From an optimization exercise on the open Yosys and OpenROAD flow, aimed at small area, a short achievable clock period and few clock cycles per item; shortcuts taken in it are not production practice. Where RTL was checked, it was by simulation tests only, not by an equivalence proof against the original. No functional check of the RTL was part of runs 2 to 4. Power and IR drop assume default switching activity.

**config.mk**
```make
export PLATFORM = sky130hd
export DESIGN_NAME = SME
export DESIGN_NICKNAME = SME
export VERILOG_FILES = /design/flow/design.v
export SDC_FILE = /design/flow/constraint.sdc
export NUM_CORES = 4
export LEC_CHECK = 0
export CAP_MARGIN = 20
export CORE_MARGIN = 2
export CORE_UTILIZATION = 40
export SLEW_MARGIN = 20
```
**constraint.sdc**
```tcl
create_clock -name core_clock -period 7.0 [get_ports {clk}]
set_input_delay 1.4000 -clock core_clock [delete_from_list [all_inputs] [get_ports {clk}]]
set_output_delay 1.4000 -clock core_clock [all_outputs]
set_load 0.01 [all_outputs]
```
**design.v**
```verilog
module SME(clk,reset,chardata,isstring,ispattern,valid,match,match_index);
input clk;
input reset;
input [7:0] chardata;
input isstring;
input ispattern;
output reg match;
output [4:0] match_index;
output reg valid;
parameter IDEL_MA = 3'd0, anchor_MA = 3'd1, matching_MA = 3'd2, dollar_MA = 3'd3;
reg isstring_R, ispattern_R;
reg [7:0] r_string [31:0];    
reg [7:0] r_pattern [7:0];    
integer i;
reg [5:0] maxString;          
reg [3:0] maxPattern;         
reg [5:0] r_String_cnt;       
reg [3:0] r_Pattern_cnt;      
reg [5:0] r_cand;             
reg [2:0] r_SM_matching_MA;
reg [4:0] match_index_R;
assign match_index = match_index_R;
wire       lambd     = (r_pattern[maxPattern[2:0]] == 8'd94);    
wire       dollar    = (r_pattern[7] == 8'd36);                  
wire [3:0] coreFirst = maxPattern + {3'd0, lambd};               
wire [3:0] coreLast  = dollar ? 4'd6 : 4'd7;                     
wire [6:0] candLast  = {1'b0, r_cand} + {3'd0, coreLast - coreFirst};  
wire [7:0] patChar   = r_pattern[r_Pattern_cnt[2:0]];
wire [7:0] strChar   = r_string[r_String_cnt[4:0]];
wire [4:0] candPrev  = r_cand[4:0] - 5'd1;
always@(posedge clk)
begin
if(reset)begin
	isstring_R <= 0;
	ispattern_R <= 0;
	maxString <= 0;
	maxPattern <= 0;
	r_String_cnt <= 0;
	r_Pattern_cnt <= 0;
	r_cand <= 0;
	r_SM_matching_MA <= IDEL_MA;
	match_index_R <= 0;
	match <= 0;
	valid <= 0;
end
else begin
	isstring_R <= isstring;
	ispattern_R <= ispattern;
	if(isstring) begin
		r_string[31] <= chardata;
		for (i=31; i>=1; i=i-1) begin
			r_string[i-1] <= r_string[i];
		end
		if(!isstring_R)
			maxString <= 0;
		else
			maxString <= maxString + 1;
	end
	if(isstring_R && !isstring)
		maxString <= 6'd31 - maxString;
	if(ispattern) begin
		r_pattern[7] <= chardata;
		for (i=7; i>=1; i=i-1) begin
			r_pattern[i-1] <= r_pattern[i];
		end
		if(!ispattern_R)
			maxPattern <= 0;
		else
			maxPattern <= maxPattern + 1;
	end
	match <= 0;
	valid <= 0;
	case (r_SM_matching_MA)
		IDEL_MA :
			begin
				if(ispattern_R && !ispattern) begin
					maxPattern <= 4'd7 - maxPattern;
					r_cand <= maxString;
					r_SM_matching_MA <= anchor_MA;
				end
			end
		anchor_MA :
			begin
				if(candLast > 7'd31) begin             
					valid <= 1;
					r_SM_matching_MA <= IDEL_MA;
				end
				else if(lambd && r_cand != maxString && r_string[candPrev] != 8'd32) begin
					r_cand <= r_cand + 1;              
				end
				else begin
					r_String_cnt <= r_cand;
					r_Pattern_cnt <= coreFirst;
					r_SM_matching_MA <= matching_MA;
				end
			end
		matching_MA :
			begin
				if(patChar == strChar || patChar == 8'd46) begin    
					if(r_Pattern_cnt == coreLast) begin
						if(dollar) begin
							r_String_cnt <= r_String_cnt + 1;
							r_SM_matching_MA <= dollar_MA;
						end
						else begin
							valid <= 1;
							match <= 1;
							match_index_R <= r_cand[4:0] - maxString[4:0];
							r_SM_matching_MA <= IDEL_MA;
						end
					end
					else begin
						r_Pattern_cnt <= r_Pattern_cnt + 1;
						r_String_cnt <= r_String_cnt + 1;
					end
				end
				else begin
					r_cand <= r_cand + 1;
					r_SM_matching_MA <= anchor_MA;
				end
			end
		dollar_MA :
			begin
				if(r_String_cnt[5] || strChar == 8'd32) begin     
					valid <= 1;
					match <= 1;
					match_index_R <= r_cand[4:0] - maxString[4:0];
					r_SM_matching_MA <= IDEL_MA;
				end
				else begin
					r_cand <= r_cand + 1;
					r_SM_matching_MA <= anchor_MA;
				end
			end
		default :
			r_SM_matching_MA <= IDEL_MA;
	endcase
end
end
endmodule
```
**run.sh**
```bash
#!/bin/bash
# synth_recipe.tcl (not shown) runs the flow's synth.tcl, then flattens the netlist and writes it again
# the make line also repeats each setting of config.mk as NAME=value (left out here)
make -C /OpenROAD-flow-scripts/flow DESIGN_CONFIG=/design/flow/config.mk WORK_HOME=/design/flow/orfs CLKGATE_MAP_FILE= SYNTH_SCRIPT=/design/flow/synth_recipe.tcl finish
```
==> out/summary.txt, run 1 <==
Status -> no timing/DRC/antenna violations
Buffer count from post-CTS setup fixing -> 0
P_sw -> 0.00122 W
Synth Area in Compound Gates -> 17.3%
Fillers -> 4092
HPWL after detailed placement -> 52000 um
# port buffers -> 18
Worst-margin pin slew -> 1.21 ns
Vias in the first global route -> 13700
Routed wire per std cell -> 33.7 um
Final Hold Fails -> 0
Synth area leader -> edfxtp_1
CTS H-Tree Depth -> 2
Clock sink count -> 357
Initial antenna violation count -> 5
Share of the synthesized area in the top cell type -> 52.6%
Reg-to-reg startpoint -> maxPattern[2]$_SDFF_PP0_
Core Area -> 0.0452 mm^2
Clock Latency Late Sink -> 0.58 ns
Ys async rst share -> 0%
Synthesized area -> 0.0183 mm^2
Worst Setup End Kind -> flop
Clk buf depth -> 3
Syn nets -> 1573
Die X -> 218 um
GRT Overall Usage -> 30.1%
#FFs+latches synth -> 357
P&R area growth vs syn -> 11.0%
Initial drt markers -> 2328
FF-to-FF setup slack -> 1.17 ns
Slowest CP cell -> dfxtp_1
First-pass GRT wire length -> 102000 um
Worst path arrival time -> 6.29 ns
Worst Hold Class -> reg -> reg
Startpoint types -> flop
Sequential share of power -> 50.6%
Multiplexer share of the synthesized area -> 5.84%
Post-synthesis sequential area ratio -> 56.7%
CP cell instances -> ha_1 > a22oi_1 > a221o_1 > o21ai_0 > o21ai_0 > o41ai_1 > ha_1 > ha_1 > ha_1 > inv_1 > ha_1 > a21oi_1 > nor2b_1 > o21ai_0 > a21oi_1 > a21oi_1 > nand2_1 > inv_1 > a211oi_1 > a311oi_1 > o211ai_1 > a32o_1
Via count -> 14800
Post-synth cell types -> 94
CP required -> 7.46 ns
Period utilization -> 83.3%
Clock-pin slew on the worst setup and hold paths -> 0.06 ns
Clock network fraction of design power -> 42.4%
Yosys Warn Count -> 3
Hold depth -> 0
Largest net degree at the start of global routing -> 179
Synth Area in XOR/XNOR -> 1.14%
Power per Cell Area -> 246 mW/mm^2
I/O Pins -> 19
Die height -> 218 um
Worst R2R End -> r_cand[2]$_SDFFE_PP0P_
P_int -> 0.00376 W
Most common cell on crit path -> ha_1
Adder-cell share of the synthesized area -> 2.76%
Vias per inst -> 6.94
ANT nets after route -> 0
Min Tclk post-route -> 5.83 ns
Fin. max-slew vios -> 0
Post-Route WL -> 72100 um
Layout Cells excl Fill -> 2137
Worst Reg-to-Reg Cells -> 22
Num CTS Buffers -> 40
Net count, final -> 1558
Worst vdd ir -> 0.188 mV
EDFF count, synth -> 320
DIE AREA -> 0.0474 mm^2
CP Class -> reg -> reg
Post-CTS Resized -> 0
Pre-antenna DRT Iters -> 6
CP top delay family -> compound AO/OA/AOI/OAI gates
HP Start -> r_string[6][3]$_DFFE_PP_
Combinational Power Share -> 7.0%
Total global routing overflow -> 0
Max_cap viols -> 0
Final setup violation count -> 0
Primary FF master, synth -> edfxtp_1
Clock Tree Root -> clkbuf_16
Max_slew headroom -> 19.1%
Placement row count -> 78
Fraction of layout cells with a size suffix above 1 -> 9.38%
CTS tree -> yes
Critical Path Max Stage Delay -> 0.71 ns
Post-CTS Hold Buffers -> 0
Unrepaired setup endpoints after global routing -> false
Largest family of logic cells by synthesized area -> compound AO/OA/AOI/OAI gates
DRC -> 0
Clock skew -> 0.0242 ns
Sw Share -> 24.4%
Lkg Pwr -> 6.56 nW
Initial Util -> 40.4%
Hold Path Sink -> r_string[5][3]$_DFFE_PP_
Post-Syn Instances -> 1522
Critical path peak fanout -> 16
Setup TNS -> 0 ns
Crit path buffers/inverters -> 2
Fmax -> 171 MHz
Post-Synth Simple-Gate Area -> 12.5%
Leading post-synthesis cells by cell area -> edfxtp_1, mux2i_1, dfxtp_1
GP Congestion -> 1.01
Placed Cells incl. Taps -> 2065
Syn avg cell area -> 12.0 um^2
## per-stage QoR
step	total power, W	setup slack (ns)	area (um^2)	hold WS [ns]	utilization, %
2_1_floorplan	0.00273	0.929	18300	0.426	-
3_3_place_gp	0.00290	1.48	19000	0.446	42.0
5_1_grt	0.00512	0.766	20300	0.480	44.9
3_5_place_dp	0.00290	1.28	19000	0.456	42.0
6_report	0.00498	1.17	20300	0.465	44.9
4_1_cts	0.00501	1.24	20300	0.475	44.9
## kinds of logic after synthesis
kind of cell / count (synthesis)
XOR/XNOR: 23
adder cells (fa/ha/maj): 39
AO/OA/AOI/OAI: 439
flip-flops: 357
buffers and inverters: 147
AND/OR/NAND/NOR: 413
multiplexers: 104
## worst max path at each step
| stage | to | slack [ns] | depth (start not counted) | startpoint |
|---|---|---|---|---|
| detailed placement | r_cand[2]$_SDFFE_PP0P_ | 1.28 | 22 | maxPattern[2]$_SDFF_PP0_ |
| floorplan | r_string[0][0]$_DFFE_PP_ | 0.93 | 3 | reset |
| global route | r_cand[2]$_SDFFE_PP0P_ | 0.77 | 23 | maxPattern[2]$_SDFF_PP0_ |
| finish | r_cand[2]$_SDFFE_PP0P_ | 1.17 | 22 | maxPattern[2]$_SDFF_PP0_ |
| global placement | r_cand[2]$_SDFFE_PP0P_ | 1.48 | 23 | maxPattern[2]$_SDFF_PP0_ |
| CTS | r_cand[2]$_SDFFE_PP0P_ | 1.24 | 23 | maxPattern[2]$_SDFF_PP0_ |
## worst register-to-register path, cell delays in order (launching register included)
cell and delay [ns]:
dfxtp_1 0.71, ha_1 0.42, a22oi_1 0.14, a221o_1 0.31, o21ai_0 0.14, o21ai_0 0.11, o41ai_1 0.65, ha_1 0.38
ha_1 0.22, ha_1 0.31, inv_1 0.05, ha_1 0.26, a21oi_1 0.14, nor2b_1 0.07, o21ai_0 0.17, a21oi_1 0.09
a21oi_1 0.16, nand2_1 0.14, inv_1 0.11, a211oi_1 0.09, a311oi_1 0.59, o211ai_1 0.18, a32o_1 0.29
## cells in the mapped netlist, drive strengths merged, types with 15 or more instances
library cell  instances
nor2b                19
mux2i                84
o31ai                15
a22oi                27
o21ai                78
nand2                74
o22ai                27
buf                  41
xnor2                17
dfxtp                37
a221oi               20
nor3                 41
clkbuf               64
nand3                61
edfxtp              320
a22o                 15
or4                  17
inv                  42
nor2                 71
a31oi                22
nor4                 17
ha                   37
a311oi               15
nand4                20
mux2                 20
a21oi                72
## routing by layer
metal / vias to the layer above / wire [um] / global-route usage [%]
li1: 6072 / - / -
met1: 7347 / 28900 / 40.9
met2: 1121 / 30800 / 44.6
met3: 280 / 8010 / 7.63
met4: 2 / 4320 / 15.5
met5: - / 12 / 0
## flip-flops by register name (all words and copies together), names as in the netlist
signal	cells
match_index_R	5
maxPattern	4
r_cand	6
match	1
r_pattern	64
r_string	256
maxString	6
valid	1
r_Pattern_cnt	4
isstring_R	1
ispattern_R	1
r_SM_matching_MA	2
r_String_cnt	6
## power groups by stage
stage / clock network, W / registers [W] / logic (W)
final: 0.00211 / 0.00252 / 0.000351
after global routing: 0.00223 / 0.00252 / 0.000371
after CTS: 0.00215 / 0.00251 / 0.000341
after detailed placement: 0 / 0.00256 / 0.000339
after global placement: 0 / 0.00256 / 0.000339
after floorplan: 0 / 0.00250 / 0.000231
## final cells by class
cell class / instances / area (um^2) / area share [%]
diodes: 2 / 5.00 / 0.0247
well taps: 600 / 751 / 3.70
repair buffers: 48 / 430 / 2.12
clock buffers: 49 / 1110 / 5.47
clock inverters: 21 / 201 / 0.994
flip-flops and latches: 357 / 10400 / 51.1
multi-input cells: 1018 / 7260 / 35.8
inverters: 42 / 158 / 0.778
## cells in the final DEF, fill, tap and decap left out, types with 10 or more instances in the layout
cell type        netlist  final
edfxtp_1             320    320
mux2i_1               84     84
nand2_1               74     74
o21ai_0               73     73
a21oi_1               72     72
nor2_1                70     70
nand3_1               60     60
clkbuf_16              0     43
inv_1                 41     41
nor3_1                40     39
ha_1                  37     37
dfxtp_1               37     34
buf_4                  5     28
a22oi_1               27     27
o22ai_1               27     27
a31oi_1               22     22
nand4_1               20     20
a221oi_1              19     19
mux2_2                19     19
clkdlybuf4s50_1        0     18
nor2b_1               19     17
nor4_1                16     16
or4_1                 16     16
xnor2_1               16     15
o31ai_1               15     15
a22o_1                15     15
a311oi_1              15     15
nand3b_1              14     14
a222oi_1              13     13
o211ai_1              13     13
a32o_1                13     13
or3_1                 11     11
a32oi_1               11     11
a211oi_1              11     11
nand2b_1              10     10
Testbench counts, summed over its fixed seeds: cycles 56,669, queries 1,536.
==> run 2: changes to the inputs <==
==> design.v (replaced) <==
module SME(clk,reset,chardata,isstring,ispattern,valid,match,match_index);
input clk;
input reset;
input [7:0] chardata;
input isstring;
input ispattern;
output reg match;
output reg [4:0] match_index;
output reg valid;
reg  [6:0]  s [0:31];
reg  [31:0] v;
reg  [31:0] D;
reg  [4:0]  q;       
reg  [4:0]  X;
reg  [31:0] G;       
reg         isstring_R, ispattern_R, pwc;
wire [6:0] c         = chardata[6:0];
wire       newstring = isstring & ~isstring_R;
wire       isdot     = (c == 7'h2E);
wire       isdollar  = (c == 7'h24);
wire       iscaret   = (c == 7'h5E);
wire       init      = ~ispattern_R | pwc;    
wire [31:0] first, sp, M, Dn, T1, T2;
wire [4:0]  qm1 = q - 5'd1;
genvar g;
generate
for (g = 0; g < 32; g = g + 1) begin : pos
	localparam integer N = (g + 1) % 32;
	assign first[g] = (q == (g + 31) % 32);
	assign sp[g]    = (s[g] == 7'h20);
	assign M[g]     = v[g] & (isdot | (s[g] == c));
	assign T1[g]    = (g >= q);
	assign T2[g]    = (g >= qm1);
	assign Dn[g]    = isdollar ? (D[g] & (~v[N] | sp[N] | first[N]))
	                           : (M[N] & (init ? (~pwc | first[N] | sp[g]) : (D[g] & ~first[N])));
end
endgenerate
wire [31:0] hi = D & G;
reg  [4:0]  pe_hi, pe_all;
integer i;
always @* begin
	pe_hi = 5'd0;
	pe_all = 5'd0;
	for (i = 31; i >= 0; i = i - 1) begin
		if (hi[i]) pe_hi = i;
		if (D[i])  pe_all = i;
	end
end
wire [4:0] idx_hi  = pe_hi - X;
wire [4:0] idx_all = pe_all - X;
always @(posedge clk) begin
	for (i = 0; i < 31; i = i + 1)
		s[i] <= s[i+1];
	s[31] <= isstring ? c : s[0];
	v <= {isstring | v[0], v[31:1] & {31{~newstring}}};
	q <= newstring ? 5'd30 : q - 5'd1;
	X <= ispattern ? (ispattern_R ? X : q - {4'd0, iscaret}) : X - 5'd1;
	if (ispattern & ~ispattern_R)
		G <= iscaret ? T2 : T1;
	pwc <= ispattern & iscaret;
	isstring_R <= isstring;
	ispattern_R <= ispattern;
	D <= Dn;
	match <= |D;
	match_index <= (|hi) ? idx_hi : idx_all;
	valid <= ~reset & ispattern_R & ~ispattern;
end
endmodule
==> out/summary.txt, run 2 <==
Status -> no timing/DRC/antenna violations
Max reg flops -> 224
CTS tree -> yes
Die height -> 192 um
Most common cell after layout, fill and taps aside -> dfxtp_1
Clock Tree Root -> clkbuf_16
Critical Path Start -> chardata[1]
Worst-margin pin slew -> 0.896 ns
Routed wire per std cell -> 20.6 um
Synth top cells by count -> dfxtp_1, nand3_1, xnor2_1
Worst vdd ir -> 0.241 mV
Syn nets -> 1447
Most frequent cells in the layout -> dfxtp_1, nand3_1, xnor2_1
Critical path peak fanout -> 36
Num CTS Buffers -> 36
DRC -> 0
Synthesized area -> 0.0142 mm^2
CP required -> 7.28 ns
Max_cap viols -> 0
Clock sink count -> 339
Initial drt markers -> 919
FF-to-FF setup slack -> 3.31 ns
Lkg Pwr -> 5.75 nW
Clk buf depth -> 3
Power per Cell Area -> 319 mW/mm^2
Period utilization -> 53.2%
# port buffers -> 17
Setup TNS -> 0 ns
Ys async rst share -> 0%
DIE AREA -> 0.0369 mm^2
EDFF count, synth -> 36
HPWL after detailed placement -> 25700 um
Buffer count from post-CTS setup fixing -> 0
GP Congestion -> 0.956
Unrepaired setup endpoints after global routing -> false
#FFs+latches synth -> 339
I/O Pins -> 19
Worst path arrival time -> 4.01 ns
Post-Syn Instances -> 1421
Synth area leader -> dfxtp_1
Vias in the first global route -> 10500
Worst Hold Slack -> 0.372 ns
Fin. max-slew vios -> 0
Top flop regs -> s x224, D x32, v x32
Worst Hold Class -> reg -> reg
Worst Setup End Kind -> flop
P&R area growth vs syn -> 12.6%
Critical Path Max Stage Delay -> 0.59 ns
Most flop-heavy register -> s
Via count -> 10600
Final Hold Fails -> 0
Startpoint types -> primary input
Pre-CTS setup slack -> 2.73 ns
GRT Overall Usage -> 21.4%
Slowest CP cell -> buf_4
Placement row count -> 68
Vias per inst -> 5.61
Cell with the most instances after synthesis -> dfxtp_1
Final core occ -> 45.9%
ANT nets after route -> 0
Clock Latency Late Sink -> 0.53 ns
CP cell instances -> buf_2 > buf_4 > nand4b_1 > nor3_2 > buf_4 > nand2_1 > nor2_2 > o21ai_1 > o21a_1
Post-synthesis sequential area ratio -> 50.5%
Net count, final -> 1433
Post-Route WL -> 38900 um
CTS H-Tree Depth -> 2
Share of the synthesized area in the top cell type -> 42.8%
CP top delay family -> simple AND/OR/NAND/NOR gates
CP Class -> in -> reg
Fraction of layout cells with a size suffix above 1 -> 7.67%
Initial antenna violation count -> 0
Initial Util -> 40.8%
Clock-pin slew on the worst setup and hold paths -> 0.07 ns
Yosys Warn Count -> 2
Reg-to-reg startpoint -> q[0]$_SDFF_PP0_
Total global routing overflow -> 0
Primary FF master, synth -> dfxtp_1
Pre-antenna DRT Iters -> 6
Die X -> 192 um
Post-CTS Hold Buffers -> 0
Post-synth cell types -> 73
Max_slew headroom -> 40.2%
Syn avg cell area -> 9.96 um^2
Largest net degree at the start of global routing -> 43
Clock skew -> 0.0214 ns
Most common cell on crit path -> buf_4
First-pass GRT wire length -> 61000 um
HP Start -> s[13][5]$_DFF_P_
Min Tclk post-route -> 3.72 ns
Leading post-synthesis cells by cell area -> dfxtp_1, edfxtp_1, xnor2_1
Post-CTS Resized -> 0
Final WS setup -> 3.28 ns
Crit path buffers/inverters -> 3
Final setup violation count -> 0
Core Area -> 0.0347 mm^2
Fmax -> 268 MHz
[run 2: where the power goes]
| part | switching (W) | internal, W |
|---|---|---|
| sequential | 0.000144 | 0.00213 |
| clock | 0.000789 | 0.00127 |
| combinational | 0.000471 | 0.000279 |
| total | 0.00140 | 0.00368 |
[run 2: final timing paths]
kind                                    endpoint  cells past startpoint
worst max-delay path             G[24]$_DFFE_PP_                      9
worst min-delay path            s[12][5]$_DFF_P_                      0
worst max register to register   G[24]$_DFFE_PP_                      8
worst min register to register  s[12][5]$_DFF_P_                      0
[run 2: metrics by stage]
step	std cells	total power [W]	instance area, um^2
after floorplan	1421	0.00280	14200
after global placement	1824	0.00304	14600
after detailed placement	1824	0.00305	14600
after CTS	1889	0.00511	15900
after global routing	1889	0.00528	15900
final	1890	0.00509	15900
[run 2: layer usage]
layer	global-route usage, %	vias up	routed length, um
li1	-	5061	-
met1	28.3	5183	17600
met2	35.7	302	18400
met3	3.58	57	2040
met4	6.28	0	866
met5	0	-	0
[run 2: layout make-up]
cell class / count / area (um^2)
multi-input combinational: 977 / 6600
antenna: 1 / 2.50
sequential: 339 / 7150
timing repair buffer: 32 / 248
inverter: 21 / 78.8
fill: 3282 / 18800
clock inverter: 14 / 209
clock buffer: 51 / 1090
tap: 455 / 569
[run 2: cells by family (layout without fill, tap and decap cells)]
group | count (synthesis) | in the layout | synth area share (%)
and+or+nand+nor | 485 | 485 | 18.4
DFF | 339 | 339 | 50.5
xor gates and xnor gates | 240 | 240 | 14.9
AOI/OAI and AO/OA | 229 | 229 | 11.3
buffers and inverters | 105 | 118 | 3.01
adders and majority gates | 14 | 14 | 1.29
muxes | 9 | 9 | 0.698
other | 0 | 1 | 0
==> run 3: changes to the inputs <==
--- a/config.mk
+++ b/config.mk
@@ -9,3 +9,4 @@
 export CORE_MARGIN = 2
 export CORE_UTILIZATION = 40
+export SETUP_SLACK_MARGIN = 4.2
 export SLEW_MARGIN = 20
==> out/summary.txt, run 3 <==
DRC -> 0
Vias per inst -> 5.71
Post-Syn Instances -> 1421
Met3 WL -> 2630 um
CTS tree -> yes
Critical path peak fanout -> 4
Yosys Warn Count -> 2
Largest net degree at the start of global routing -> 43
Worst path arrival time -> 3.51 ns
Num CTS Buffers -> 36
Core Area -> 0.0347 mm^2
DIE AREA -> 0.0369 mm^2
Max reg flops -> 224
Power per Cell Area -> 295 mW/mm^2
Die height -> 192 um
Unrepaired setup endpoints after global routing -> true
Most common cell after layout, fill and taps aside -> dfxtp_1
Worst-margin pin slew -> 0.901 ns
Worst Setup End Kind -> flop
Ys async rst share -> 0%
HPWL after detailed placement -> 24800 um
Status -> no timing/DRC/antenna violations
Clock sink count -> 339
Leading post-synthesis cells by cell area -> dfxtp_1, edfxtp_1, xnor2_1
Worst Hold Class -> reg -> reg
Initial drt markers -> 1060
Final setup violation count -> 0
Clock-pin slew on the worst setup and hold paths -> 0.06 ns
Die X -> 192 um
Fmax -> 327 MHz
Fraction of layout cells with a size suffix above 1 -> 13.6%
Syn avg cell area -> 9.96 um^2
Multi-input gate area -> 0.00675 mm^2
Synth area leader -> dfxtp_1
Post-CTS Hold Buffers -> 0
Synth top cells by count -> dfxtp_1, nand3_1, xnor2_1
Total global routing overflow -> 0
Clock Latency Late Sink -> 0.54 ns
Fin area -> 0.0167 mm^2
Primary FF master, synth -> dfxtp_1
CP required -> 7.45 ns
Most frequent cells in the layout -> dfxtp_1, nand3_1, xnor2_1
Clk buf depth -> 3
CP Class -> reg -> reg
Min Tclk post-route -> 3.06 ns
GRT Overall Usage -> 23.0%
Post-synth cell types -> 73
First-pass GRT wire length -> 64800 um
Share of the synthesized area in the top cell type -> 42.8%
Clock Tree Root -> clkbuf_16
CTS H-Tree Depth -> 2
P&R area growth vs syn -> 17.8%
Period utilization -> 43.7%
Cell with the most instances after synthesis -> dfxtp_1
Clock skew -> 0.0279 ns
Fin. max-slew vios -> 0
Net count, final -> 1492
Area after DPL -> 0.0147 mm^2
Final Hold Fails -> 0
Initial antenna violation count -> 0
Pre-antenna DRT Iters -> 5
Worst vdd ir -> 0.212 mV
Synthesized area -> 0.0142 mm^2
Metal1 wirelength -> 19400 um
# port buffers -> 17
GP Congestion -> 0.915
Storage cell area -> 0.00717 mm^2
EDFF count, synth -> 36
Vias in the first global route -> 10900
I/O Pins -> 19
Max_cap viols -> 0
Startpoint types -> flop
Max_slew headroom -> 40.0%
Met2 wire length -> 20000 um
#FFs+latches synth -> 339
Lkg Pwr -> 6.14 nW
Most flop-heavy register -> s
Initial Util -> 40.8%
Post-Route WL -> 43300 um
Fillers -> 3206
Top flop regs -> s x224, D x32, v x32
Top routing layer used -> met4
Setup TNS -> 0 ns
Final core occ -> 48.0%
Routed wire per std cell -> 22.3 um
Syn nets -> 1447
Diode count -> 0
ANT nets after route -> 0
Placement row count -> 68
Via count -> 11100
Post-synthesis sequential area ratio -> 50.5%
[run 3: per-layer routing]
metal  track usage [%]  vias up
li1                  -     5183
met1              31.7     5420
met2              37.5      403
met3              2.80       83
met4              7.49        0
met5                 0        -
[run 3: worst paths after layout]
path | start | end | slack [ns] | cells past startpoint
worst max-delay path | G[24]$_DFFE_PP_ | match_index[4]$_DFF_P_ | 3.94 | 13
worst min-delay path | s[21][5]$_DFF_P_ | s[20][5]$_DFF_P_ | 0.36 | 0
worst max register to register | G[24]$_DFFE_PP_ | match_index[4]$_DFF_P_ | 3.94 | 13
worst min register to register | s[21][5]$_DFF_P_ | s[20][5]$_DFF_P_ | 0.36 | 0
[run 3: kinds of logic after synthesis]
group                    after synthesis  share of synthesized area, %
flip-flops                           339                          50.5
XOR/XNOR                             240                          14.9
adder cells (fa/ha/maj)               14                          1.29
AND/OR/NAND/NOR                      485                          18.4
multiplexers                           9                         0.698
AO/OA/AOI/OAI                        229                          11.3
buffers and inverters                105                          3.01
[run 3: final cells by class]
class,count,area share [%]
Inverter,21,0.473
Multi-Input combinational cell,978,40.5
Timing Repair Buffer,90,5.94
Tap cell,455,3.41
Clock inverter,8,0.338
Sequential cell,339,43.0
Clock buffer,52,6.32
[run 3: timing repair]
| action | in CTS | in global routing |
|---|---|---|
| buffers inserted | 16 | 34 |
| resized for setup | 49 | 18 |
| gates cloned | 6 | 5 |
| pin swaps | 8 | 10 |
| setup endpoints to repair | 70 | 35 |
[run 3: through the flow]
stage	std cells	total power [W]	hold WS [ns]	worst slack (ns)
3_3_place_gp	1822	0.00305	0.369	2.88
5_1_grt	1943	0.00511	0.375	3.82
3_5_place_dp	1822	0.00306	0.369	2.87
6_report	1943	0.00492	0.363	3.94
2_1_floorplan	1421	0.00281	0.358	3.95
4_1_cts	1904	0.00490	0.355	3.94
[run 3: report_power, final]
part	total [W]	leakage [nW]	switching (W)	internal, W
clock network	0.00181	0.546	0.000766	0.00105
registers	0.00227	2.87	0.000143	0.00213
logic	0.000837	2.73	0.000514	0.000324
total	0.00492	6.14	0.00142	0.00350
[run 3: critical path, stage by stage (launching register included)]
cell and delay [ns]:
edfxtp_1 0.41, a22o_1 0.27, nand4bb_1 0.22, or3_4 0.39, or2_4 0.27, and4_4 0.15, a311oi_2 0.22, ha_2 0.24
fa_2 0.20, inv_1 0.04, a21o_1 0.16, a21oi_2 0.12, xnor2_1 0.14, xnor2_1 0.14
==> run 4: changes to the inputs <==
--- a/config.mk
+++ b/config.mk
@@ -6,4 +6,5 @@
 export NUM_CORES = 4
 export LEC_CHECK = 0
+export ABC_AREA = 1
 export CAP_MARGIN = 20
 export CORE_MARGIN = 2
==> out/summary.txt, run 4 <==
Clock sink count -> 339
Clk buf depth -> 3
P&R area growth vs syn -> 18.5%
Reg-to-reg startpoint -> G[30]$_DFFE_PP_
Post-Syn Instances -> 1664
Fin. max-slew vios -> 0
Leading post-synthesis cells by cell area -> dfxtp_1, edfxtp_1, xnor2_1
#FFs+latches synth -> 339
First-pass GRT wire length -> 65500 um
Clock Latency Late Sink -> 0.54 ns
CP required -> 7.40 ns
Most frequent cells in the layout -> dfxtp_1, nand2_1, inv_1
Area after DPL -> 0.0151 mm^2
Clock Tree Root -> clkbuf_16
Vias per inst -> 5.43
Min Tclk post-route -> 3.35 ns
P_sw -> 0.00149 W
Period utilization -> 47.8%
Sequential share of power -> 44.0%
Largest net degree at the start of global routing -> 47
Placed Cells incl. Taps -> 2094
Status -> no timing/DRC/antenna violations
Fin area -> 0.0171 mm^2
Post-synthesis sequential area ratio -> 49.5%
CTS H-Tree Depth -> 2
Primary FF master, synth -> dfxtp_1
Unrepaired setup endpoints after global routing -> true
EDFF count, synth -> 36
CP Class -> reg -> reg
Total global routing overflow -> 0
Storage cell area -> 0.00716 mm^2
Sw Share -> 28.7%
Critical Path Start -> G[30]$_DFFE_PP_
Post-Route WL -> 42400 um
Startpoint types -> flop
CTS tree -> yes
Slowest CP cell -> edfxtp_1
Diode count -> 0
Crit path buffers/inverters -> 1
Share of the synthesized area in the top cell type -> 42.0%
GP Congestion -> 1.03
Top flop regs -> s x224, D x32, v x32
Initial antenna violation count -> 0
Combinational Power Share -> 15.7%
Final setup violation count -> 0
Setup TNS -> 0 ns
Placement row count -> 69
HPWL after detailed placement -> 28700 um
Fraction of layout cells with a size suffix above 1 -> 12.7%
Worst path arrival time -> 3.74 ns
Via count -> 11900
I/O Pins -> 19
Num CTS Buffers -> 39
Max reg flops -> 224
Synth area leader -> dfxtp_1
Net count, final -> 1734
HP Start -> s[14][5]$_DFF_P_
Most flop-heavy register -> s
Routed wire per std cell -> 19.3 um
P_int -> 0.00370 W
Initial Util -> 40.6%
DRC -> 0
Worst Hold Class -> reg -> reg
Most common cell after layout, fill and taps aside -> dfxtp_1
Max_slew headroom -> 42.0%
Syn nets -> 1690
Critical path peak fanout -> 2
Yosys Warn Count -> 2
Worst-margin pin slew -> 0.862 ns
Initial drt markers -> 1034
Final Hold Fails -> 0
Vias in the first global route -> 11700
Die height -> 194 um
Worst vdd ir -> 0.225 mV
Worst Setup End Kind -> flop
Synthesized area -> 0.0145 mm^2
Fmax -> 299 MHz
Clock skew -> 0.0187 ns
Syn avg cell area -> 8.68 um^2
Lkg Pwr -> 6.93 nW
Synth top cells by count -> dfxtp_1, nand2_1, inv_1
Core Area -> 0.0356 mm^2
Clock-pin slew on the worst setup and hold paths -> 0.06 ns
Power per Cell Area -> 304 mW/mm^2
Post-synth cell types -> 56
Layout Cells excl Fill -> 2198
Fillers -> 3366
DIE AREA -> 0.0377 mm^2
CP top delay family -> simple AND/OR/NAND/NOR gates
# port buffers -> 17
Cell with the most instances after synthesis -> dfxtp_1
GRT Overall Usage -> 22.0%
Critical Path Max Stage Delay -> 0.38 ns
Die X -> 194 um
Multi-input gate area -> 0.00677 mm^2
Ys async rst share -> 0%
ANT nets after route -> 0
Clock network fraction of design power -> 40.3%
Pre-antenna DRT Iters -> 5
Max_cap viols -> 0
Most common cell on crit path -> nand2_1
-- run 4: changes by cell type in the layout (fill, tap and decap cells not counted), moves of 29 or more --
cell	change
nand3_1	-46
a21oi_1	-38
nand2_1	+172
nor2_1	+70
o41ai_1	+29
o21ai_0	+37
and2_1	-36
inv_1	+117
xor2_1	-48
nor4b_1	-31
-- run 4: final timing paths --
check | to | slack (ns) | cells after the start
worst max-delay path | match_index[4]$_DFF_P_ | 3.65 | 39
worst min-delay path | s[13][5]$_DFF_P_ | 0.36 | 0
worst max register to register | match_index[4]$_DFF_P_ | 3.65 | 39
worst min register to register | s[13][5]$_DFF_P_ | 0.36 | 0
-- run 4: area by class of cell --
cell class,count,area share [%]
Clock buffer,55,6.69
Clock inverter,15,1.07
Inverter,165,3.91
Multi-Input combinational cell,1102,39.5
Sequential cell,339,41.8
Tap cell,461,3.37
Timing Repair Buffer,61,3.62
-- run 4: cells by family (layout without fill, tap and decap cells) --
logic type,after synthesis,in the layout,share of synthesized area [%]
adder cells (fa/ha/maj),14,14,1.26
AND/OR/NAND/NOR,684,685,22.1
multiplexers,1,1,0.0693
XOR/XNOR,190,190,11.5
buffers and inverters,224,296,5.90
AO/OA/AOI/OAI,212,212,9.69
flip-flops,339,339,49.5
-- run 4: worst register-to-register path: cells and delay by family, from the launching register on --
family,cells,cell delay [ns]
buffers and inverters,1,0.04
and+or+nand+nor,33,1.89
adders and majority gates,2,0.51
AOI/OAI and AO/OA,1,0.15
DFF,1,0.38
xor gates and xnor gates,2,0.25
-- run 4: metrics by stage --
step	utilization [%]	hold WS (ns)	total power (W)	worst slack, ns
floorplan	-	0.351	0.00279	3.90
global placement	42.4	0.359	0.00303	2.86
detailed placement	42.4	0.357	0.00303	2.84
CTS	47.3	0.359	0.00516	3.55
global route	48.1	0.366	0.00539	3.29
finish	48.1	0.359	0.00520	3.65
-- run 4: repair_timing --
action,in CTS,in global routing
setup buffers,18,12
pin swaps,18,19
gates resized for setup,49,53
setup endpoints to repair,109,56
gates cloned,3,1
hold buffers,0,0
-- run 4: per-layer routing --
| metal | up-vias | global-route usage [%] | part of all wire, % |
|---|---|---|---|
| met5 | - | 0 | 0 |
| met4 | 0 | 7.52 | 2.8 |
| met3 | 73 | 3.57 | 5.7 |
| met2 | 370 | 36.5 | 46 |
| met1 | 5749 | 29.3 | 45 |
| li1 | 5734 | - | - |
-- run 4: power by group through the flow --
| stage | Clock [W] | Combinational (W) | Sequential (W) |
|---|---|---|---|
| after floorplan | 0 | 0.000520 | 0.00226 |
| after global placement | 0 | 0.000710 | 0.00232 |
| after detailed placement | 0 | 0.000715 | 0.00232 |
| after CTS | 0.00212 | 0.000752 | 0.00228 |
| after global routing | 0.00220 | 0.000885 | 0.00231 |
| final | 0.00209 | 0.000818 | 0.00229 |
==> run 5: changes to the inputs <==
==> design.v (replaced) <==
module SME(clk,reset,chardata,isstring,ispattern,valid,match,match_index);
input clk;
input reset;
input [7:0] chardata;
input isstring;
input ispattern;
output reg match;
output reg [4:0] match_index;
output reg valid;
reg  [6:0]  s [0:31];
reg  [31:0] v;
reg  [31:0] D;
reg  [4:0]  r0;
reg  [4:0]  X;
reg         isstring_R, ispattern_R, pwc;
wire [6:0] c         = chardata[6:0];
wire       newstring = isstring & ~isstring_R;
wire       isdot     = (c == 7'h2E);
wire       isdollar  = (c == 7'h24);
wire       iscaret   = (c == 7'h5E);
wire       init      = ~ispattern_R | pwc;    
wire [31:0] first, sp, M, Dn, geX;
genvar g;
generate
for (g = 0; g < 32; g = g + 1) begin : pos
	localparam integer N = (g + 1) % 32;
	assign first[g] = (r0 == g);
	assign sp[g]    = (s[g] == 7'h20);
	assign M[g]     = v[g] & (isdot | (s[g] == c));
	assign geX[g]   = (g >= X);
	assign Dn[g]    = isdollar ? (D[g] & (~v[N] | sp[N] | first[N]))
	                           : (M[N] & (init ? (~pwc | first[N] | sp[g]) : (D[g] & ~first[N])));
end
endgenerate
wire [31:0] hi = D & geX;
reg  [4:0]  pe_hi, pe_all;
integer i;
always @* begin
	pe_hi = 5'd0;
	pe_all = 5'd0;
	for (i = 31; i >= 0; i = i - 1) begin
		if (hi[i]) pe_hi = i;
		if (D[i])  pe_all = i;
	end
end
wire [4:0] jstar = (|hi) ? pe_hi : pe_all;
always @(posedge clk) begin
	for (i = 0; i < 31; i = i + 1)
		s[i] <= s[i+1];
	s[31] <= isstring ? c : s[0];
	v <= {isstring | v[0], v[31:1] & {31{~newstring}}};
	r0 <= newstring ? 5'd31 : r0 - 5'd1;
	X <= ispattern ? (ispattern_R ? X : r0 - 5'd1 - {4'd0, iscaret}) : X - 5'd1;
	pwc <= ispattern & iscaret;
	isstring_R <= isstring;
	ispattern_R <= ispattern;
	D <= Dn;
	match <= |D;
	match_index <= jstar - X;
	valid <= ~reset & ispattern_R & ~ispattern;
end
endmodule
--- a/config.mk
+++ b/config.mk
@@ -6,5 +6,4 @@
 export NUM_CORES = 4
 export LEC_CHECK = 0
-export ABC_AREA = 1
 export CAP_MARGIN = 20
 export CORE_MARGIN = 2
==> out/summary.txt, run 5 <==
Post-CTS Hold Buffers -> 0
CP top delay family -> compound AO/OA/AOI/OAI gates
Placement row count -> 65
Worst Hold Slack -> 0.371 ns
Net count, final -> 1401
Syn nets -> 1363
Post-Route WL -> 37700 um
Initial drt markers -> 844
Core Area -> 0.0316 mm^2
Diode count -> 0
Fraction of layout cells with a size suffix above 1 -> 15.3%
HP Start -> s[30][6]$_DFF_P_
Clock Tree Root -> clkbuf_16
Max_cap viols -> 0
Fin. max-slew vios -> 0
CP Class -> reg -> reg
CP required -> 7.38 ns
Worst vdd ir -> 0.161 mV
Setup TNS -> 0 ns
Critical path peak fanout -> 4
Most flop-heavy register -> s
Fmax -> 304 MHz
Worst R2R End -> match_index[4]$_DFF_P_
Ys async rst share -> 0%
Fillers -> 2871
Post-synth cell types -> 74
Leading post-synthesis cells by cell area -> dfxtp_1, xnor2_1, xor2_1
CTS tree -> yes
Largest net degree at the start of global routing -> 37
GP Congestion -> 0.906
Via count -> 10300
Cell with the most instances after synthesis -> dfxtp_1
Post-synthesis sequential area ratio -> 48.2%
Total global routing overflow -> 0
Layout Cells excl Fill -> 1798
Clock skew -> 0.0200 ns
Power per Cell Area -> 296 mW/mm^2
Max_slew headroom -> 29.0%
Critical Path Start -> X[1]$_DFFE_PP_
Final core occ -> 48.7%
Clock-pin slew on the worst setup and hold paths -> 0.06 ns
Clk buf depth -> 3
First-pass GRT wire length -> 57900 um
Lkg Pwr -> 5.51 nW
Period utilization -> 47.0%
Pre-antenna DRT Iters -> 6
Final Hold Fails -> 0
Worst path arrival time -> 3.68 ns
Yosys Warn Count -> 2
Min Tclk post-route -> 3.29 ns
Crit path buffers/inverters -> 2
Most common cell after layout, fill and taps aside -> dfxtp_1
Post-Syn Instances -> 1335
Synth area leader -> dfxtp_1
Reg-to-reg startpoint -> X[1]$_DFFE_PP_
Clock Latency Late Sink -> 0.51 ns
Initial Util -> 40.8%
Worst Reg-to-Reg Cells -> 16
Unrepaired setup endpoints after global routing -> true
Placed Cells incl. Taps -> 1686
Synthesized area -> 0.0129 mm^2
GRT Overall Usage -> 22.0%
Die height -> 184 um
CTS H-Tree Depth -> 2
Max reg flops -> 224
Share of the synthesized area in the top cell type -> 47.0%
HPWL after detailed placement -> 22500 um
Worst Hold Class -> reg -> reg
Worst-margin pin slew -> 1.06 ns
Hold depth -> 0
Clock sink count -> 308
Vias in the first global route -> 10100
CP cell instances -> buf_12 > ha_4 > nand3b_4 > o311a_1 > a211o_1 > nand4b_1 > nand4b_4 > nor3_2 > a2bb2oi_2 > ha_2 > inv_2 > fa_2 > a21o_1 > a21oi_2 > xnor2_2 > xnor2_1
Primary FF master, synth -> dfxtp_1
Final setup violation count -> 0
Hold Path Sink -> s[29][6]$_DFF_P_
Status -> no timing/DRC/antenna violations
Startpoint types -> flop
Routed wire per std cell -> 21.0 um
Vias per inst -> 5.72
#FFs+latches synth -> 308
Top flop regs -> s x224, D x32, v x32
Worst Setup End Kind -> flop
Critical Path Max Stage Delay -> 0.45 ns
ANT nets after route -> 0
I/O Pins -> 19
Synth top cells by count -> dfxtp_1, xnor2_1, nand3_1
Initial antenna violation count -> 0
Num CTS Buffers -> 34
P&R area growth vs syn -> 19.3%
DRC -> 0
DIE AREA -> 0.0337 mm^2
# port buffers -> 17
Syn avg cell area -> 9.67 um^2
EDFF count, synth -> 5
Most frequent cells in the layout -> dfxtp_1, xnor2_1, nand3_1
Slowest CP cell -> edfxtp_1
Die X -> 184 um
Pwr Total -> 0.00456 W
FF-to-FF setup slack -> 3.71 ns
-- run 5: cell count changes in the layout (fill, tap and decap cells not counted), sizes merged, moves of 33 or more --
cell   change
nand2    -202
inv      -142
and2      +33
o41ai     -34
nor2      -92
nand3     +47
-- run 5: worst register-to-register path, cell delays in order, from the launching register on --
cell	delay, ns
edfxtp_1	0.45
buf_12	0.17
ha_4	0.16
nand3b_4	0.18
o311a_1	0.37
a211o_1	0.26
nand4b_1	0.20
nand4b_4	0.22
nor3_2	0.15
a2bb2oi_2	0.09
ha_2	0.19
inv_2	0.07
fa_2	0.20
a21o_1	0.14
a21oi_2	0.07
xnor2_2	0.14
xnor2_1	0.12
-- run 5: cell families after synthesis --
logic type | count (synthesis) | synth area share, %
simple gates | 449 | 19.1
flops | 308 | 48.2
xor+xnor | 237 | 16.1
compound gates | 215 | 10.9
buf+inv | 101 | 3.32
fa+ha+maj | 16 | 1.61
mux | 9 | 0.766
-- run 5: worst max path at each step --
stage	end	slack, ns	depth (start not counted)
after floorplan	match_index[4]$_DFF_P_	3.86	16
after global placement	match_index[4]$_DFF_P_	2.82	14
after detailed placement	match_index[4]$_DFF_P_	2.75	16
after CTS	match_index[4]$_DFF_P_	3.76	18
after global routing	match_index[4]$_DFF_P_	3.58	18
final	match_index[4]$_DFF_P_	3.71	16
-- run 5: repair_timing --
item / CTS / global route
setup endpoints to repair: 41 / 25
gates resized for setup: 39 / 25
hold endpoints to repair: 0 / 0
pin swaps: 22 / 15
buffers inserted: 28 / 20
gates cloned: 3 / 2
-- run 5: metal layers --
layer  global-route usage, %  up-vias  share of wire, %
li1                        -     4831                 -
met2                    34.8      386                44
met4                    7.46        0               3.5
met3                    4.16      103               6.6
met5                       0        -                 0
met1                    30.2     4961                45
-- run 5: where the power goes --
part | internal, W | switching, W | total [W]
sequential | 0.00189 | 0.000127 | 0.00202
combinational | 0.000355 | 0.000481 | 0.000835
clock | 0.000991 | 0.000715 | 0.00171
total | 0.00323 | 0.00132 | 0.00456
-- run 5: final cells by class --
cell class | count | area (um^2) | area share [%]
Multi-Input combinational cell | 928 | 6710 | 43.6
Timing Repair Buffer | 80 | 825 | 5.35
Inverter | 21 | 82.6 | 0.536
Tap cell | 402 | 503 | 3.27
Clock inverter | 11 | 73.8 | 0.479
Clock buffer | 48 | 993 | 6.45
Sequential cell | 308 | 6220 | 40.4
-- run 5: stage by stage --
step | area [um^2] | setup slack (ns)
6_report | 15400 | 3.71
2_1_floorplan | 13300 | 3.86
3_5_place_dp | 13600 | 2.75
5_1_grt | 15400 | 3.58
4_1_cts | 15100 | 3.76
3_3_place_gp | 13600 | 2.82
Testbench counts of run 5, summed over its fixed seeds: cycles 12,684, queries 1,536.
==> run 6: changes to the inputs <==
--- a/config.mk
+++ b/config.mk
@@ -9,4 +9,3 @@
 export CORE_MARGIN = 2
 export CORE_UTILIZATION = 40
-export SETUP_SLACK_MARGIN = 4.2
 export SLEW_MARGIN = 20
==> out/summary.txt, run 6 <==
Status -> no timing/DRC/antenna violations
Placed Cells incl. Taps -> 1687
Die X -> 184 um
Fin area -> 0.0144 mm^2
Core Area -> 0.0316 mm^2
EDFF count, synth -> 5
Post-Syn Instances -> 1335
Vias per inst -> 5.63
Num CTS Buffers -> 34
Final setup violation count -> 0
Area after DPL -> 0.0133 mm^2
# port buffers -> 17
Final core occ -> 45.4%
Routed wire per std cell -> 18.8 um
Die height -> 184 um
First-pass GRT wire length -> 52800 um
CTS tree -> yes
Initial Util -> 40.8%
Ys async rst share -> 0%
Clock-pin slew on the worst setup and hold paths -> 0.06 ns
Post-CTS Resized -> 0
CTS H-Tree Depth -> 2
Initial antenna violation count -> 0
Clock Latency Late Sink -> 0.50 ns
ANT nets after route -> 0
Slowest CP cell -> edfxtp_1
Fmax -> 244 MHz
CP top delay family -> compound AO/OA/AOI/OAI gates
Initial drt markers -> 646
Critical path peak fanout -> 18
Fillers -> 2977
Critical Path Start -> X[1]$_DFFE_PP_
Yosys Warn Count -> 2
Total global routing overflow -> 0
Most frequent cells in the layout -> dfxtp_1, xnor2_1, nand3_1
Min Tclk post-route -> 4.10 ns
Post-CTS Hold Buffers -> 0
CP Class -> reg -> reg
Post-Route WL -> 32700 um
CP cell instances -> inv_1 > ha_1 > o21bai_2 > a21o_1 > a211o_1 > nand4b_1 > nand4b_4 > nor3_1 > a2bb2oi_1 > ha_1 > inv_1 > fa_1 > a21o_1 > a21oi_1 > xnor2_1 > xnor2_1
Worst Hold Class -> reg -> reg
Vias in the first global route -> 9693
Critical Path Max Stage Delay -> 0.74 ns
Worst path arrival time -> 4.48 ns
GP Congestion -> 0.892
Placement row count -> 65
Layout Cells excl Fill -> 1740
Post-synthesis sequential area ratio -> 48.2%
#FFs+latches synth -> 308
Reg-to-reg startpoint -> X[1]$_DFFE_PP_
Fin. max-slew vios -> 0
DRC -> 0
Most flop-heavy register -> s
Clock sink count -> 308
Crit path buffers/inverters -> 2
Max reg flops -> 224
Synth top cells by count -> dfxtp_1, xnor2_1, nand3_1
Period utilization -> 58.6%
Fraction of layout cells with a size suffix above 1 -> 6.88%
Synthesized area -> 0.0129 mm^2
P&R area growth vs syn -> 11.3%
Lkg Pwr -> 5.12 nW
Cell with the most instances after synthesis -> dfxtp_1
Startpoint types -> flop
Setup TNS -> 0 ns
Worst Setup End Kind -> flop
Syn avg cell area -> 9.67 um^2
Clock skew -> 0.00886 ns
Unrepaired setup endpoints after global routing -> false
Diode count -> 0
Worst-margin pin slew -> 0.810 ns
Net count, final -> 1349
Top flop regs -> s x224, D x32, v x32
Max_cap viols -> 0
I/O Pins -> 19
Final Hold Fails -> 0
HP Start -> s[17][5]$_DFF_P_
CP required -> 7.38 ns
Post-synth cell types -> 74
Via count -> 9800
Primary FF master, synth -> dfxtp_1
Share of the synthesized area in the top cell type -> 47.0%
Pre-antenna DRT Iters -> 5
GRT Overall Usage -> 19.5%
Most common cell after layout, fill and taps aside -> dfxtp_1
HPWL after detailed placement -> 21900 um
Syn nets -> 1363
DIE AREA -> 0.0337 mm^2
Worst vdd ir -> 0.128 mV
Clk buf depth -> 3
Leading post-synthesis cells by cell area -> dfxtp_1, xnor2_1, xor2_1
Pwr Total -> 0.00432 W
Power per Cell Area -> 301 mW/mm^2
Clock Tree Root -> clkbuf_16
Buffer count from post-CTS setup fixing -> 0
Max_slew headroom -> 46.0%
Largest net degree at the start of global routing -> 37
Synth area leader -> dfxtp_1
run 6: cell counts after synthesis:
Identical to the previous run, type by type.
run 6: cell families after synthesis:
logic type | count (synthesis) | share of synthesized area, %
simple gates | 449 | 19.1
flops | 308 | 48.2
xor+xnor | 237 | 16.1
compound gates | 215 | 10.9
buf+inv | 101 | 3.32
fa+ha+maj | 16 | 1.61
mux | 9 | 0.766
run 6: path summary, 6_finish.rpt:
kind | end | slack [ns] | depth (start not counted)
worst max-delay path | match_index[4]$_DFF_P_ | 2.90 | 16
worst min-delay path | s[16][5]$_DFF_P_ | 0.37 | 0
worst max register to register | match_index[4]$_DFF_P_ | 2.90 | 16
worst min register to register | s[16][5]$_DFF_P_ | 0.37 | 0
run 6: metal layers:
metal,share of wire (%),routed length (um),track usage [%]
met1,48,15800,27.3
met2,45,14800,31.7
met3,4.8,1560,2.63
met4,1.9,629,5.31
met5,0,0,0
run 6: area by class of cell:
type | count | area, um^2 | share of cell area (%)
Clock buffer | 44 | 971 | 6.76
Clock inverter | 9 | 86.3 | 0.601
Tap cell | 402 | 503 | 3.50
Multi-Input combinational cell | 926 | 6270 | 43.7
Inverter | 21 | 78.8 | 0.549
Sequential cell | 308 | 6220 | 43.3
Timing Repair Buffer | 30 | 233 | 1.62
run 6: where the power goes:
| group | switching, W | internal (W) |
|---|---|---|
| Clock | 0.000686 | 0.00101 |
| Sequential | 0.000167 | 0.00189 |
| Combinational | 0.000340 | 0.000230 |
| Total | 0.00119 | 0.00313 |
run 6: stage by stage:
stage / hold WS [ns] / setup WS, ns
3_3_place_gp: 0.366 / 2.65
6_report: 0.372 / 2.90
4_1_cts: 0.373 / 2.87
2_1_floorplan: 0.358 / 3.33
5_1_grt: 0.380 / 2.53
3_5_place_dp: 0.367 / 2.66
==> run 7: changes to the inputs <==
--- a/config.mk
+++ b/config.mk
@@ -8,4 +8,7 @@
 export CAP_MARGIN = 20
 export CORE_MARGIN = 2
-export CORE_UTILIZATION = 40
+export CORE_UTILIZATION = 60
+export CTS_CLUSTER_DIAMETER = 60
+export CTS_CLUSTER_SIZE = 30
+export SETUP_SLACK_MARGIN = 4.2
 export SLEW_MARGIN = 20
==> out/summary.txt, run 7 <==
Post-Syn Instances -> 1335
Met1 usage -> 43.8%
GP Congestion -> 0.881
Clk buf depth -> 3
Synth Area in Compound Gates -> 10.9%
CP cell instances -> buf_6 > ha_4 > nand3b_4 > o311ai_1 > a31oi_2 > nor2_2 > nand4b_4 > nor3_4 > a2bb2oi_2 > ha_2 > inv_2 > fa_2 > a21o_1 > a21oi_2 > xnor2_1 > xnor2_1
Layout Cells excl Fill -> 1653
P_int -> 0.00287 W
Sequential share of power -> 48.4%
Die X -> 151 um
Worst-margin pin slew -> 1.07 ns
Met3 global-route usage -> 5.94%
Most flop-heavy register -> s
Vias per inst -> 6.11
Synthesized area -> 0.0129 mm^2
Slowest CP cell -> o311ai_1
Worst Hold Class -> reg -> reg
Primary FF master, synth -> dfxtp_1
Period utilization -> 48.4%
Clock Latency Late Sink -> 0.53 ns
Cell with the most instances after synthesis -> dfxtp_1
Placement row count -> 53
Worst path arrival time -> 3.81 ns
Die height -> 151 um
FF-to-FF setup slack -> 3.61 ns
Multiplexer share of the synthesized area -> 0.766%
CP required -> 7.42 ns
Placed Cells incl. Taps -> 1559
Most frequent cells in the layout -> dfxtp_1, xnor2_1, nand3_1
Final setup violation count -> 0
Yosys Warn Count -> 2
Fillers -> 1620
Top flop regs -> s x224, D x32, v x32
Clock network fraction of design power -> 31.5%
Leading post-synthesis cells by cell area -> dfxtp_1, xnor2_1, xor2_1
EDFF count, synth -> 5
Post-Route WL -> 35900 um
HPWL after detailed placement -> 21700 um
Fin. max-slew vios -> 0
DRC -> 0
Initial Util -> 61.2%
Clock-pin slew on the worst setup and hold paths -> 0.10 ns
Power per Cell Area -> 278 mW/mm^2
Critical path peak fanout -> 5
Syn nets -> 1363
Via count -> 10100
Worst Setup End Kind -> flop
First-pass GRT wire length -> 55900 um
Routed wire per std cell -> 21.7 um
Worst vdd ir -> 0.238 mV
Max_slew headroom -> 28.3%
Most common cell on crit path -> xnor2_1
Initial drt markers -> 631
Num CTS Buffers -> 19
Final WS setup -> 3.61 ns
Critical Path Max Stage Delay -> 0.47 ns
Post-Synth Simple-Gate Area -> 19.1%
Total global routing overflow -> 0
Unrepaired setup endpoints after global routing -> true
Share of the synthesized area in the top cell type -> 47.0%
Clock skew -> 0.0359 ns
Met2 Usage GRT -> 51.0%
Setup TNS -> 0 ns
Pre-CTS setup slack -> 2.83 ns
Ys async rst share -> 0%
I/O Pins -> 19
#FFs+latches synth -> 308
CP Class -> reg -> reg
Post-synthesis sequential area ratio -> 48.2%
Synth top cells by count -> dfxtp_1, xnor2_1, nand3_1
Global route hottest layer -> met2
Lkg Pwr -> 5.41 nW
Net count, final -> 1392
GRT Overall Usage -> 31.8%
# port buffers -> 17
Largest family of logic cells by synthesized area -> simple AND/OR/NAND/NOR gates
Final Hold Fails -> 0
Startpoint types -> flop
CTS H-Tree Depth -> 1
Most common cell after layout, fill and taps aside -> dfxtp_1
Fmax -> 295 MHz
Pre-antenna DRT Iters -> 5
Clock Tree Root -> clkbuf_16
DIE AREA -> 0.0227 mm^2
Min Tclk post-route -> 3.39 ns
CTS tree -> yes
Sw Share -> 30.9%
Initial antenna violation count -> 0
ANT nets after route -> 0
Max reg flops -> 224
Synth area leader -> dfxtp_1
Largest net degree at the start of global routing -> 35
P_sw -> 0.00128 W
Final core occ -> 71.0%
Max_cap viols -> 0
P&R area growth vs syn -> 16.0%
Adder-cell share of the synthesized area -> 1.61%
Clock sink count -> 308
Status -> no timing/DRC/antenna violations
Combinational Power Share -> 20.1%
Vias in the first global route -> 9849
Core Area -> 0.0211 mm^2
Synth Area in XOR/XNOR -> 16.1%
Syn avg cell area -> 9.67 um^2
Post-synth cell types -> 74
Fraction of layout cells with a size suffix above 1 -> 14.6%
## run 7: cell counts after synthesis
No cell type changed its count.
## run 7: path summary, 6_finish.rpt
check,end,startpoint,cells past startpoint
hold / removal,s[25][2]$_DFF_P_,s[26][2]$_DFF_P_,0
setup / recovery,match_index[4]$_DFF_P_,X[1]$_DFFE_PP_,16
hold reg to reg,s[25][2]$_DFF_P_,s[26][2]$_DFF_P_,0
setup reg to reg,match_index[4]$_DFF_P_,X[1]$_DFFE_PP_,16
## run 7: cells by family after synthesis
logic type | Yosys count
xor+xnor | 237
flops | 308
fa+ha+maj | 16
simple gates | 449
buf+inv | 101
mux | 9
compound gates | 215
## run 7: repair_timing
item | in CTS | in global routing
endpoints found under the setup margin | 42 | 15
hold buffers | 0 | 0
gates resized for setup | 36 | 28
pin swaps | 17 | 26
setup buffers | 42 | 13
gates cloned | 4 | 0
## run 7: power by group through the flow
stage	sequential (W)	clock, W	combinational (W)
floorplan	0.00201	0	0.000517
global placement	0.00210	0	0.000581
detailed placement	0.00210	0	0.000586
CTS	0.00201	0.00132	0.000765
global route	0.00203	0.00139	0.000892
finish	0.00201	0.00131	0.000835
## run 7: cell type report
cell class	count	area, um^2	share of cell area, %
Clock inverter	15	241	1.61
Sequential cell	308	6220	41.5
Antenna cell	1	2.50	0.0167
Tap cell	275	344	2.30
Timing Repair Buffer	88	892	5.96
Multi-Input combinational cell	926	6710	44.9
Clock buffer	19	475	3.18
Inverter	21	82.6	0.552
## run 7: worst max-delay path, delay by kind of cell (launching register included)
family / cells / cell delay [ns]
compound gates: 5 / 0.98
simple gates: 4 / 0.75
fa+ha+maj: 3 / 0.57
flops: 1 / 0.41
xor+xnor: 2 / 0.37
buf+inv: 2 / 0.21
## run 7: layer usage
layer / part of all wire [%] / wire length, um
met1: 46 / 16500
met4: 3.3 / 1200
met2: 45 / 16100
met5: 0 / 0
met3: 6.2 / 2230
## run 7: per-stage QoR
step,power [W],instance area [um^2],hold WS (ns)
2_1_floorplan,0.00253,13300,0.358
3_3_place_gp,0.00268,13400,0.368
3_5_place_dp,0.00269,13400,0.365
4_1_cts,0.00410,14700,0.366
5_1_grt,0.00431,15000,0.370
6_report,0.00416,15000,0.368
==> run 8: changes to the inputs <==
--- a/config.mk
+++ b/config.mk
@@ -8,7 +8,7 @@
 export CAP_MARGIN = 20
 export CORE_MARGIN = 2
-export CORE_UTILIZATION = 60
-export CTS_CLUSTER_DIAMETER = 60
-export CTS_CLUSTER_SIZE = 30
+export CORE_UTILIZATION = 40
+export CTS_BUF_LIST = sky130_fd_sc_hd__clkbuf_4 sky130_fd_sc_hd__clkbuf_8
 export SETUP_SLACK_MARGIN = 4.2
 export SLEW_MARGIN = 20
+export TNS_END_PERCENT = 5
==> out/summary.txt, run 8 <==
Status -> no timing/DRC/antenna violations
Placed Cells incl. Taps -> 1688
Fmax -> 293 MHz
# port buffers -> 17
Lkg Pwr -> 5.34 nW
Worst vdd ir -> 0.130 mV
ANT nets after route -> 0
Synthesized area -> 0.0129 mm^2
Hold Path Sink -> s[8][3]$_DFF_P_
Most frequent cells in the layout -> dfxtp_1, xnor2_1, nand3_1
Startpoint types -> primary input
Top flop regs -> s x224, D x32, v x32
Max_cap viols -> 0
Max reg flops -> 224
Clock sink count -> 308
CP Class -> in -> reg
Post-Syn Instances -> 1335
Most flop-heavy register -> s
Min Tclk post-route -> 3.41 ns
Worst path arrival time -> 3.71 ns
Leading post-synthesis cells by cell area -> dfxtp_1, xnor2_1, xor2_1
P&R area growth vs syn -> 14.6%
CTS H-Tree Depth -> 2
Total global routing overflow -> 0
I/O Pins -> 19
GP Congestion -> 0.884
Hold depth -> 0
Routed wire per std cell -> 19.0 um
CTS tree -> yes
Vias per inst -> 5.57
EDFF count, synth -> 5
Post-synth cell types -> 74
Initial Util -> 40.8%
Storage cell area -> 0.00622 mm^2
Synth top cells by count -> dfxtp_1, xnor2_1, nand3_1
Diode count -> 0
Final core occ -> 46.7%
Share of the synthesized area in the top cell type -> 47.0%
Clock Tree Root -> clkbuf_8
Worst Setup End Kind -> flop
Clk buf depth -> 3
Power per Cell Area -> 302 mW/mm^2
Num CTS Buffers -> 51
Die height -> 184 um
Period utilization -> 48.8%
Post-Route WL -> 34300 um
Fillers -> 3030
DIE AREA -> 0.0337 mm^2
Worst Hold Class -> reg -> reg
Largest net degree at the start of global routing -> 37
Pre-antenna DRT Iters -> 5
Clock skew -> 0.0325 ns
Initial antenna violation count -> 0
DRC -> 0
Most common cell after layout, fill and taps aside -> dfxtp_1
Max_slew headroom -> 46.0%
Worst Reg-to-Reg Cells -> 17
Worst R2R End -> match_index[4]$_DFF_P_
Critical path peak fanout -> 35
First-pass GRT wire length -> 54500 um
Vias in the first global route -> 9800
Placement row count -> 65
HPWL after detailed placement -> 22300 um
Synth area leader -> dfxtp_1
#FFs+latches synth -> 308
Syn nets -> 1363
Net count, final -> 1389
Clock-pin slew on the worst setup and hold paths -> 0.06 ns
HP Start -> s[9][3]$_DFF_P_
CP required -> 7.30 ns
Pwr Total -> 0.00447 W
Final setup violation count -> 0
Layout Cells excl Fill -> 1801
Multi-input gate area -> 0.00640 mm^2
Ys async rst share -> 0%
FF-to-FF setup slack -> 3.63 ns
Reg-to-reg startpoint -> X[1]$_DFFE_PP_
Core Area -> 0.0316 mm^2
Clock Latency Late Sink -> 0.58 ns
Setup TNS -> 0 ns
Syn avg cell area -> 9.67 um^2
Primary FF master, synth -> dfxtp_1
Via count -> 10000
Final Hold Fails -> 0
Fraction of layout cells with a size suffix above 1 -> 12.7%
Post-CTS Hold Buffers -> 0
Post-synthesis sequential area ratio -> 48.2%
Fin. max-slew vios -> 0
Initial drt markers -> 613
Cell with the most instances after synthesis -> dfxtp_1
Die X -> 184 um
Worst-margin pin slew -> 0.808 ns
GRT Overall Usage -> 20.4%
Unrepaired setup endpoints after global routing -> true
Yosys Warn Count -> 2
==> run 8: cell counts after synthesis <==
No cell type changed its count.
==> run 8: how the worst max path moves through the flow <==
stage	from	to	slack (ns)
2_1_floorplan	X[1]$_DFFE_PP_	match_index[4]$_DFF_P_	3.86
3_3_place_gp	X[1]$_DFFE_PP_	match_index[4]$_DFF_P_	2.81
3_5_place_dp	X[1]$_DFFE_PP_	match_index[4]$_DFF_P_	2.81
4_1_cts	X[1]$_DFFE_PP_	match_index[4]$_DFF_P_	3.69
5_1_grt	X[1]$_DFFE_PP_	match_index[4]$_DFF_P_	3.44
6_report	chardata[4]	X[4]$_DFFE_PP_	3.59
==> run 8: per-stage QoR <==
step / setup slack, ns / hold WS, ns / area [um^2]
after floorplan: 3.86 / 0.358 / 13100
after global placement: 2.81 / 0.365 / 13400
after detailed placement: 2.81 / 0.368 / 13400
after CTS: 3.69 / 0.358 / 14700
after global routing: 3.44 / 0.376 / 14800
final: 3.59 / 0.368 / 14800
==> run 8: cell type report <==
class                   count  area share [%]
repair buffers             53            3.12
flip-flops and latches    308            42.0
multi-input cells         926            43.3
well taps                 402            3.40
clock inverters             5           0.381
clock buffers              86            7.20
inverters                  21           0.559
==> run 8: per-layer routing <==
| metal | global-route usage [%] | vias up | wire, um |
|---|---|---|---|
| met1 | 28.9 | 4875 | 16800 |
| met2 | 32.2 | 270 | 15300 |
| met5 | 0 | - | 0 |
| li1 | - | 4822 | - |
| met4 | 6.21 | 0 | 694 |
| met3 | 2.81 | 61 | 1490 |
==> run 8: cells by family after synthesis <==
| logic type | Yosys count | synth area share (%) |
|---|---|---|
| AND/OR/NAND/NOR | 449 | 19.1 |
| flip-flops | 308 | 48.2 |
| XOR/XNOR | 237 | 16.1 |
| adder cells (fa/ha/maj) | 16 | 1.61 |
| AO/OA/AOI/OAI | 215 | 10.9 |
| buffers and inverters | 101 | 3.32 |
| multiplexers | 9 | 0.766 |
==> run 8: power breakdown <==
part / internal, W / leakage, nW / total (W) / switching (W)
Combinational: 0.000325 / 2.17 / 0.000768 / 0.000443
Clock: 0.000991 / 0.601 / 0.00169 / 0.000698
Sequential: 0.00189 / 2.57 / 0.00201 / 0.000120
==> run 8: worst max-delay path, stage by stage <==
cell	delay (ns)
buf_2	0.08
buf_6	0.42
nand2_1	0.13
nor3_2	0.33
ha_2	0.29
ha_4	0.16
o21ai_0	0.09
a21oi_1	0.18
a21oi_1	0.06
o21ai_1	0.18
xnor2_1	0.24
a21oi_1	0.12
==> run 8: what timing repair did <==
item,in CTS,in global routing
setup buffers,21,1
pin swaps,3,6
gates resized for setup,15,5
setup endpoints to repair,46,47

## what the ideal ports hide
The results above use ideal ports. As a check the final layouts listed here were re-extracted and re-timed, cells and wires unchanged. Step 1 (the two cells are an assumption about what drives the block):
set clk [get_ports {clk}]
set_driving_cell -lib_cell sky130_fd_sc_hd__clkbuf_16 $clk
set_driving_cell -lib_cell sky130_fd_sc_hd__buf_2 [delete_from_list [all_inputs] $clk]
Step 2, shift: input delay + t, output delay - t, t = (earliest + latest rising clock arrival at the registers) / 2. This alone moves slack from input paths to output paths. Three values: ideal ports, drivers, drivers and shift; two values: the first two.
run | t (ns) | setup WS [ns] | slew at the worst register clock pin (ns)
run 1 | 0.623 | 1.169 / 1.169 / 1.169 | 0.07 / 0.07
run 2 | 0.577 | 3.275 / 3.308 / 2.731 | 0.07 / 0.07
run 3 | 0.575 | 3.939 / 3.939 / 3.662 | 0.07 / 0.07
run 4 | 0.581 | 3.652 / 3.652 / 3.591 | 0.06 / 0.06
run 5 | 0.552 | 3.708 / 3.708 / 3.690 | 0.06 / 0.06
run 6 | 0.542 | 2.900 / 2.900 / 2.514 | 0.06 / 0.06
run 7 | 0.561 | 3.613 / 3.613 / 3.598 | 0.11 / 0.11
run 8 | 0.609 | 3.586 / 3.614 / 3.005 | 0.06 / 0.06
After both steps setup and hold are still met in every run listed. The setup slack of run 8, which loses most, moves by +0.028 ns with the drivers and by -0.581 ns with both steps.
